Source: an optimization exercise on an open RTL-to-GDS flow (aim: small area, a short achievable clock period and few clock cycles). Production flows keep margins and buffers that such runs may drop. Only simulation tests tie the RTL to the original design; equivalence was not proved. The clock port is modelled as an ideal driver; clocking choices that lean on that would not hold on a real chip. Power figures rest on the tool's default switching activity, not on a simulated workload.

==> flow/design.v (excerpt) <==
module RISC(clk, rst, imem_addr, imem_rdata, dmem_addr, dmem_wdata, dmem_we, dmem_rdata);
Size in the first run: ~4700 cells after synthesis, ~160 I/O pins, roughly 62000 sq um of cells after synthesis.
clock: 11.0 ns
lec_check: 0
cap_margin: 20
core_margin: 2
core_utilization: 50
cts_cluster_diameter: 80
cts_cluster_size: 25
place_density: 0.7
setup_slack_margin: 1.0
slew_margin: 20
synth_hierarchical: 1
standard.sh (not shown) runs the stock make flow with config.mk's settings and CLKGATE_MAP_FILE= SYNTH_SCRIPT=/design/flow/synth_recipe.tcl, a recipe that flattens the netlist after the stock synthesis.
==> flow/flow/run.sh <==
#!/bin/bash
# Layout flow: the standard synthesis, then the standard ORFS steps with
# timing repair aimed below the clock period (SETUP_SLACK_MARGIN, in ns),
# one more repair pass after CTS (flow/post_cts.tcl), plain buffers on the
# ports, and the standard.sh to write out/final.def. Each tool's output
# goes to a log file here; ORFS's per-step logs are under orfs/logs.
set -euo pipefail
MARGIN=$(cat flow/margin.txt)
EXTRA=$(cat flow/extra_margin.txt)
bash standard.sh synth > synth_standard.log 2>&1
make -C "$FLOW_HOME" DESIGN_CONFIG="$FLOW_CONFIG" WORK_HOME="$PWD/orfs" \
  CLKGATE_MAP_FILE= SYNTH_SCRIPT="$PWD/synth_recipe.tcl" \
  SETUP_SLACK_MARGIN="$MARGIN" \
  BUFFER_PORTS_ARGS="-buffer_cell sky130_fd_sc_hd__buf_2" \
  POST_CTS_TCL="$PWD/flow/post_cts.tcl" EXTRA_MARGIN="$EXTRA" \
  finish > make_finish.log 2>&1
bash standard.sh finish > write_def.log 2>&1
==> flow/flow/extra_margin.txt <==
8.0
==> flow/flow/margin.txt <==
7.8
==> flow/flow/post_cts.tcl <==
# One more setup-repair pass after CTS, aimed EXTRA_MARGIN ns below the
# clock period: the standard pass stops early on this design.
set_propagated_clock [all_clocks]
estimate_parasitics -placement
repair_timing -setup -setup_margin $::env(EXTRA_MARGIN) -verbose
detailed_placement
check_placement -verbose
The baseline finished with timing, DRC and antenna clean.
Testbench counts at the start, summed over its fixed seeds: cycles 103,493.
==> next run, changes <==
==> flow/flow/extra_margin.txt (replaced) <==
7.9
==> flow/flow/margin.txt (replaced) <==
7.7
Settings changed: GPL_ROUTABILITY_DRIVEN from default to 0.
Result:
- via count stays flat
- total power hardly moves
- flip-flop and latch count does not change
- area after synthesis is unchanged
- sequential share of layout area rose by 0.30 points
- clock power rose by about 3%
- die area is unchanged
- cell count stays flat
- routed wire length fell by 1.4%
- design area fell by 0.55%
- global-route usage fell by 0.27 points

---

RISC, a different RTL version from the one above (not shown whole).
Size in the first run: roughly 4600 cells after synthesis, roughly 1300 flip-flops.
Settings: LEC_CHECK=0, CAP_MARGIN=20, CORE_MARGIN=2, CORE_UTILIZATION=40, CTS_CLUSTER_DIAMETER=80, CTS_CLUSTER_SIZE=25, SETUP_SLACK_MARGIN=1.0, SLEW_MARGIN=20, SYNTH_HIERARCHICAL=1; clock period 11.0 ns.
==> flow/flow/extra_margin.txt <==
7.7
==> flow/flow/margin.txt <==
7.5
Scripts as last shown in full above: flow/flow/run.sh, flow/flow/post_cts.tcl
The starting point completed without violations.
Testbench counts at the start, summed over its fixed seeds: cycles 103,493.
Edit:
==> flow/flow/extra_margin.txt (replaced) <==
8.2
==> flow/flow/margin.txt (replaced) <==
8.0
Effect: The changed run finished clean. Synthesized area is unchanged. Wire length went up by 2.1%. Clock-buffer cell count falls by 4.
Edit:
==> flow/flow/extra_margin.txt (replaced) <==
7.9
==> flow/flow/margin.txt (replaced) <==
7.7
--- a/flow/config.mk
+++ b/flow/config.mk
@@ -10 +10 @@
-export CORE_UTILIZATION = 40
+export CORE_UTILIZATION = 50
@@ -12,0 +13 @@
+export PLACE_DENSITY = 0.7
Hold slack degrades by 0.025 ns.
Sequential power went down by about 0.8%.
Via count is about the same.
Power went down by 6.5%.
Area after synthesis stays the same.
Routed wire length went down by 3.9%.
Non-clock buffer count went down by 154.
Global-route usage went up by 6.1 points.

==> port drivers added, routing unchanged <==
In the flow no input, the clock included, has a driving cell. The finished layouts below were timed again as built, in two steps.
Step 1 (the two cells are an assumption about what drives the block):
set clk [get_ports {clk}]
set_driving_cell -lib_cell sky130_fd_sc_hd__clkbuf_16 $clk
set_driving_cell -lib_cell sky130_fd_sc_hd__buf_2 [delete_from_list [all_inputs] $clk]
Step 2 times the ports against the registers' clock, not the clock port: input delays grow and output delays shrink by t, the midpoint of the rising clock arrivals with the driver on.
Three values: ideal, step 1, step 2; two values: the first two.
run	t, ns	setup slack, ns	worst setup path at the end
the first run of note 1	0.765	7.589 / 7.512 / 6.936	input to register
the second run of note 1	0.758	7.588 / 7.548 / 6.866	input to register
the first run of note 2	0.794	7.458 / 7.380 / 6.893	input to register
the second run of note 2	0.784	7.503 / 7.423 / 7.023	input to register
the third run of note 2	0.773	7.524 / 7.445 / 6.975	input to register
After both steps every run listed still meets setup and hold. The setup slack of the second run of note 1, which loses most, moves by -0.040 ns with the drivers and by -0.722 ns with both steps.
